Context: an optimization exercise on an open-source flow, tuned for small area. The choices shown serve that exercise and are no tape-out recipe.
In this exercise RTL edits were held to simulation tests only and were not proved equivalent to the original.
Power and IR drop assume default switching activity.

==> flow/design.v <==
module RAM_set (
    input      [4:0] c,
    input      [2:0] r,
    output reg [6:0] col
);
  always @(*) begin
    case ({c, r})
      8'd1: col = 7'b0111110;
      8'd2: col = 7'b1010001;
      8'd3: col = 7'b1001001;
      8'd4: col = 7'b1000101;
      8'd5: col = 7'b0111110;
      8'd10: col = 7'b1000010;
      8'd11: col = 7'b1111111;
      8'd12: col = 7'b1000000;
      8'd17: col = 7'b1000010;
      8'd18: col = 7'b1100001;
      8'd19: col = 7'b1010001;
      8'd20: col = 7'b1001001;
      8'd21: col = 7'b1000110;
      8'd25: col = 7'b0100010;
      8'd26: col = 7'b1000001;
      8'd27: col = 7'b1001001;
      8'd28: col = 7'b1001001;
      8'd29: col = 7'b0110110;
      8'd33: col = 7'b0011000;
      8'd34: col = 7'b0010100;
      8'd35: col = 7'b0010010;
      8'd36: col = 7'b1111111;
      8'd37: col = 7'b0010000;
      8'd41: col = 7'b0100111;
      8'd42: col = 7'b1000101;
      8'd43: col = 7'b1000101;
      8'd44: col = 7'b1000101;
      8'd45: col = 7'b0111001;
      8'd49: col = 7'b0111110;
      8'd50: col = 7'b1001001;
      8'd51: col = 7'b1001001;
      8'd52: col = 7'b1001001;
      8'd53: col = 7'b0110010;
      8'd57: col = 7'b1100001;
      8'd58: col = 7'b0010001;
      8'd59: col = 7'b0001001;
      8'd60: col = 7'b0000101;
      8'd61: col = 7'b0000011;
      8'd65: col = 7'b0110110;
      8'd66: col = 7'b1001001;
      8'd67: col = 7'b1001001;
      8'd68: col = 7'b1001001;
      8'd69: col = 7'b0110110;
      8'd73: col = 7'b0100110;
      8'd74: col = 7'b1001001;
      8'd75: col = 7'b1001001;
      8'd76: col = 7'b1001001;
      8'd77: col = 7'b0111110;
      8'd81: col = 7'b1111100;
      8'd82: col = 7'b0010010;
      8'd83: col = 7'b0010001;
      8'd84: col = 7'b0010010;
      8'd85: col = 7'b1111100;
      8'd89: col = 7'b1111111;
      8'd90: col = 7'b1001001;
      8'd91: col = 7'b1001001;
      8'd92: col = 7'b1001001;
      8'd93: col = 7'b0110110;
      8'd97: col = 7'b0111110;
      8'd98: col = 7'b1000001;
      8'd99: col = 7'b1000001;
      8'd100: col = 7'b1000001;
      8'd101: col = 7'b0100010;
      8'd105: col = 7'b1111111;
      8'd106: col = 7'b1000001;
      8'd107: col = 7'b1000001;
      8'd108: col = 7'b1000001;
      8'd109: col = 7'b0111110;
      8'd113: col = 7'b1111111;
      8'd114: col = 7'b1001001;
      8'd115: col = 7'b1001001;
      8'd116: col = 7'b1001001;
      8'd117: col = 7'b1000001;
      8'd121: col = 7'b1111111;
      8'd122: col = 7'b0001001;
      8'd123: col = 7'b0001001;
      8'd124: col = 7'b0001001;
      8'd125: col = 7'b0000001;
      8'd129: col = 7'b0111110;
      8'd130: col = 7'b1000001;
      8'd131: col = 7'b1000001;
      8'd132: col = 7'b1000001;
      8'd133: col = 7'b0111110;
      8'd137: col = 7'b1111111;
      8'd138: col = 7'b0000010;
      8'd139: col = 7'b0000100;
      8'd140: col = 7'b0001000;
      8'd141: col = 7'b1111111;
      8'd145: col = 7'b0100110;
      8'd146: col = 7'b1001001;
      8'd147: col = 7'b1001001;
      8'd148: col = 7'b1001001;
      8'd149: col = 7'b0110010;
      8'd153: col = 7'b1111111;
      8'd154: col = 7'b0000010;
      8'd155: col = 7'b0001100;
      8'd156: col = 7'b0000010;
      8'd157: col = 7'b1111111;
      8'd161: col = 7'b0000001;
      8'd162: col = 7'b0000001;
      8'd163: col = 7'b1111111;
      8'd164: col = 7'b0000001;
      8'd165: col = 7'b0000001;
      8'd169: col = 7'b1111111;
      8'd170: col = 7'b0001001;
      8'd171: col = 7'b0011001;
      8'd172: col = 7'b0101001;
      8'd173: col = 7'b1000110;
      8'd177: col = 7'b0011111;
      8'd178: col = 7'b0100000;
      8'd179: col = 7'b1000000;
      8'd180: col = 7'b0100000;
      8'd181: col = 7'b0011111;
      default: col = 7'b0000000;
    endcase
  end
endmodule
module vga_top (
    input             clk,
    input             rst,
    input      [31:0] record,
    input      [ 6:0] state,
    output     [ 3:0] red,
    output     [ 3:0] green,
    output     [ 3:0] blue,
    output            hs,
    output            vs
);
  reg [1:0] ph;
  reg [6:0] q;
  reg [2:0] r;
  reg [9:0] v;
  reg       pix;
  reg       colr;
  wire step = (ph == 2'd1);
  wire hend = (q == 7'd119) && (r == 3'd2);
  always @(posedge clk or negedge rst)
    if (!rst) ph <= 2'd0;
    else ph <= ph + 2'd1;
  always @(posedge clk or negedge rst)
    if (!rst) begin
      q <= 7'd5;
      r <= 3'd1;
    end else if (step) begin
      if (hend) begin
        q <= 7'd5;
        r <= 3'd1;
      end else if (r == 3'd6) begin
        q <= q + 7'd1;
        r <= 3'd0;
      end else r <= r + 3'd1;
    end
  always @(posedge clk or negedge rst)
    if (!rst) v <= 10'd0;
    else if (step) begin
      if (v == 10'd524) v <= 10'd0;
      else if (hend) v <= v + 10'd1;
    end
  assign hs = (q > 7'd18) || (q == 7'd18 && r == 3'd6);
  assign vs = (v >= 10'd2);
  reg [4:0] wcode;
  always @(*) begin
    case (state)
      7'b1100010:
        case (q)
          7'd50: wcode = 5'd10;
          7'd52: wcode = 5'd16;
          7'd53: wcode = 5'd17;
          default: wcode = 5'd31;
        endcase
      7'b1000001:
        case (q)
          7'd50: wcode = 5'd10;
          7'd52: wcode = 5'd16;
          7'd53: wcode = 5'd15;
          7'd54: wcode = 5'd15;
          default: wcode = 5'd31;
        endcase
      7'b0110010:
        case (q)
          7'd50: wcode = 5'd18;
          7'd52: wcode = 5'd16;
          7'd53: wcode = 5'd17;
          default: wcode = 5'd31;
        endcase
      7'b0010001:
        case (q)
          7'd50: wcode = 5'd18;
          7'd52: wcode = 5'd16;
          7'd53: wcode = 5'd15;
          7'd54: wcode = 5'd15;
          default: wcode = 5'd31;
        endcase
      7'b0001001:
        case (q)
          7'd50: wcode = 5'd19;
          7'd52: wcode = 5'd16;
          7'd53: wcode = 5'd15;
          7'd54: wcode = 5'd15;
          default: wcode = 5'd31;
        endcase
      7'b0101010:
        case (q)
          7'd50: wcode = 5'd19;
          7'd52: wcode = 5'd16;
          7'd53: wcode = 5'd17;
          default: wcode = 5'd31;
        endcase
      7'b0101011:
        case (q)
          7'd50: wcode = 5'd19;
          7'd52: wcode = 5'd16;
          7'd53: wcode = 5'd17;
          7'd55: wcode = 5'd18;
          7'd56: wcode = 5'd20;
          7'd57: wcode = 5'd10;
          7'd58: wcode = 5'd21;
          7'd59: wcode = 5'd20;
          default: wcode = 5'd31;
        endcase
      7'b0101100:
        case (q)
          7'd50: wcode = 5'd19;
          7'd52: wcode = 5'd16;
          7'd53: wcode = 5'd17;
          7'd55: wcode = 5'd19;
          7'd56: wcode = 5'd16;
          7'd57: wcode = 5'd22;
          7'd58: wcode = 5'd14;
          default: wcode = 5'd31;
        endcase
      default: wcode = 5'd31;
    endcase
  end
  reg [3:0] nib;
  always @(*) begin
    case (q[2:0])
      3'd0: nib = record[31:28];
      3'd1: nib = record[27:24];
      3'd2: nib = record[23:20];
      3'd3: nib = record[19:16];
      3'd4: nib = record[15:12];
      3'd5: nib = record[11:8];
      3'd6: nib = record[7:4];
      default: nib = record[3:0];
    endcase
  end
  wire       recslot = (q[6:3] == 4'd5);
  wire       wslot = (q >= 7'd50) && (q <= 7'd59);
  wire [4:0] code = recslot ? {1'b0, nib} : (wslot ? wcode : 5'd31);
  wire [6:0] col;
  RAM_set u_font (
      .c  (code),
      .r  (r),
      .col(col)
  );
  wire [9:0] row = v - 10'd35;
  wire vin = (v >= 10'd35) && (v <= 10'd41);
  wire fbit = vin && col[row[2:0]];
  always @(posedge clk)
    if (ph[1] || !wslot) pix <= fbit;
  always @(posedge clk or negedge rst)
    if (!rst) colr <= 1'b0;
    else if (step) colr <= pix;
  assign red = {4{colr}};
  assign green = {4{colr}};
  assign blue = {4{colr}};
endmodule
==> flow/config.mk <==
export PLATFORM = sky130hd
export DESIGN_NAME = vga_top
export DESIGN_NICKNAME = vga_top
export VERILOG_FILES = /design/flow/design.v
export SDC_FILE = /design/flow/constraint.sdc
export NUM_CORES = 4
export LEC_CHECK = 0
export CAP_MARGIN = 20
export CORE_MARGIN = 2
export CORE_UTILIZATION = 40
export SLEW_MARGIN = 20
==> flow/constraint.sdc <==
create_clock -name core_clock -period 10.0 [get_ports {clk}]
set_input_delay 2.0000 -clock core_clock [delete_from_list [all_inputs] [get_ports {clk}]]
set_output_delay 2.0000 -clock core_clock [all_outputs]
set_load 0.01 [all_outputs]
run.sh (not shown) runs the stock make flow with config.mk's settings and CLKGATE_MAP_FILE= SYNTH_SCRIPT=/design/flow/synth_recipe.tcl, a recipe that flattens the netlist after the stock synthesis.
The first run passed the timing, DRC and antenna checks.
Edit:
==> flow/flow/run.sh (new file) <==
#!/bin/bash
set -uo pipefail
W=$PWD
{
  echo 'proc abc {args} {'
  echo '  set i [lsearch -exact $args -script]'
  echo '  if {$i >= 0} { set args [lreplace $args [expr {$i + 1}] [expr {$i + 1}] $::env(OWN_ABC_SCRIPT)] }'
  echo '  yosys abc {*}$args'
  echo '}'
  cat "$W/synth_recipe.tcl"
} > "$W/own_synth.tcl"
sed -E "s#'?SYNTH_SCRIPT=[^ ]*#SYNTH_SCRIPT=$W/own_synth.tcl#" "$W/standard.sh" > "$W/own_standard.sh"
export OWN_ABC_SCRIPT="$W/flow/area.abc"
export BUFFER_PORTS_ARGS="-buffer_cell sky130_fd_sc_hd__buf_1"
for t in synth floorplan place cts route finish; do
  echo "== $t"
  if ! bash "$W/own_standard.sh" "$t" > "$W/log_$t.txt" 2>&1; then
    echo "step $t failed"
    tail -40 "$W/log_$t.txt"
    exit 1
  fi
done
ls -l "$W/out"
==> flow/flow/area.abc (new file) <==
strash
&get -n
&deepsyn -T 60
&put
dch -f
amap
topo
==> flow/standard.sh (new file) <==
#!/bin/bash
# synth_recipe.tcl (not shown) runs the flow's synth.tcl, then flattens the netlist and writes it again
# the make line also repeats each setting of config.mk as NAME=value (left out here)
make -C /OpenROAD-flow-scripts/flow DESIGN_CONFIG=/design/flow/config.mk WORK_HOME=/design/flow/orfs CLKGATE_MAP_FILE= SYNTH_SCRIPT=/design/flow/synth_recipe.tcl "${@:-finish}"
removed: flow/run.sh
After rerunning:
- setup slack got worse by 0.10 ns
- die area goes down by a quarter to a third
- area after synthesis decreases by a quarter to a third
- combinational power decreases by a quarter to a third
- routed wire length goes down by a quarter to a third
- final area shrinks by a quarter to a third
- clock-buffer cell count does not change
- maximum frequency decreases slightly
- final cell count decreases by about a fifth

## what the ideal ports hide
The results above use ideal ports. As a check the final layouts listed here were re-extracted and re-timed, cells and wires unchanged.
Step 1: set_driving_cell puts a clkbuf_16 on clk and a buf_2 on each other input, an assumption about the parent block.
Step 2, shift: input delay + t, output delay - t, t = (earliest + latest rising clock arrival at the registers) / 2. This alone moves slack from input paths to output paths.
a / b / c = no drivers / after step 1 / after step 2; a / b = the first two.
run	t, ns	slack for setup (ns)	worst setup path at the end	clock arrival spread, ns	worst register clock-pin slew, ns
the first run	0.293	4.041 / 4.045 / 3.751	input to register	0.005 / 0.005	0.08 / 0.08
the second run	0.293	3.938 / 3.941 / 3.648	input to register	0.003 / 0.004	0.09 / 0.09
After both steps every run listed still meets setup and hold.
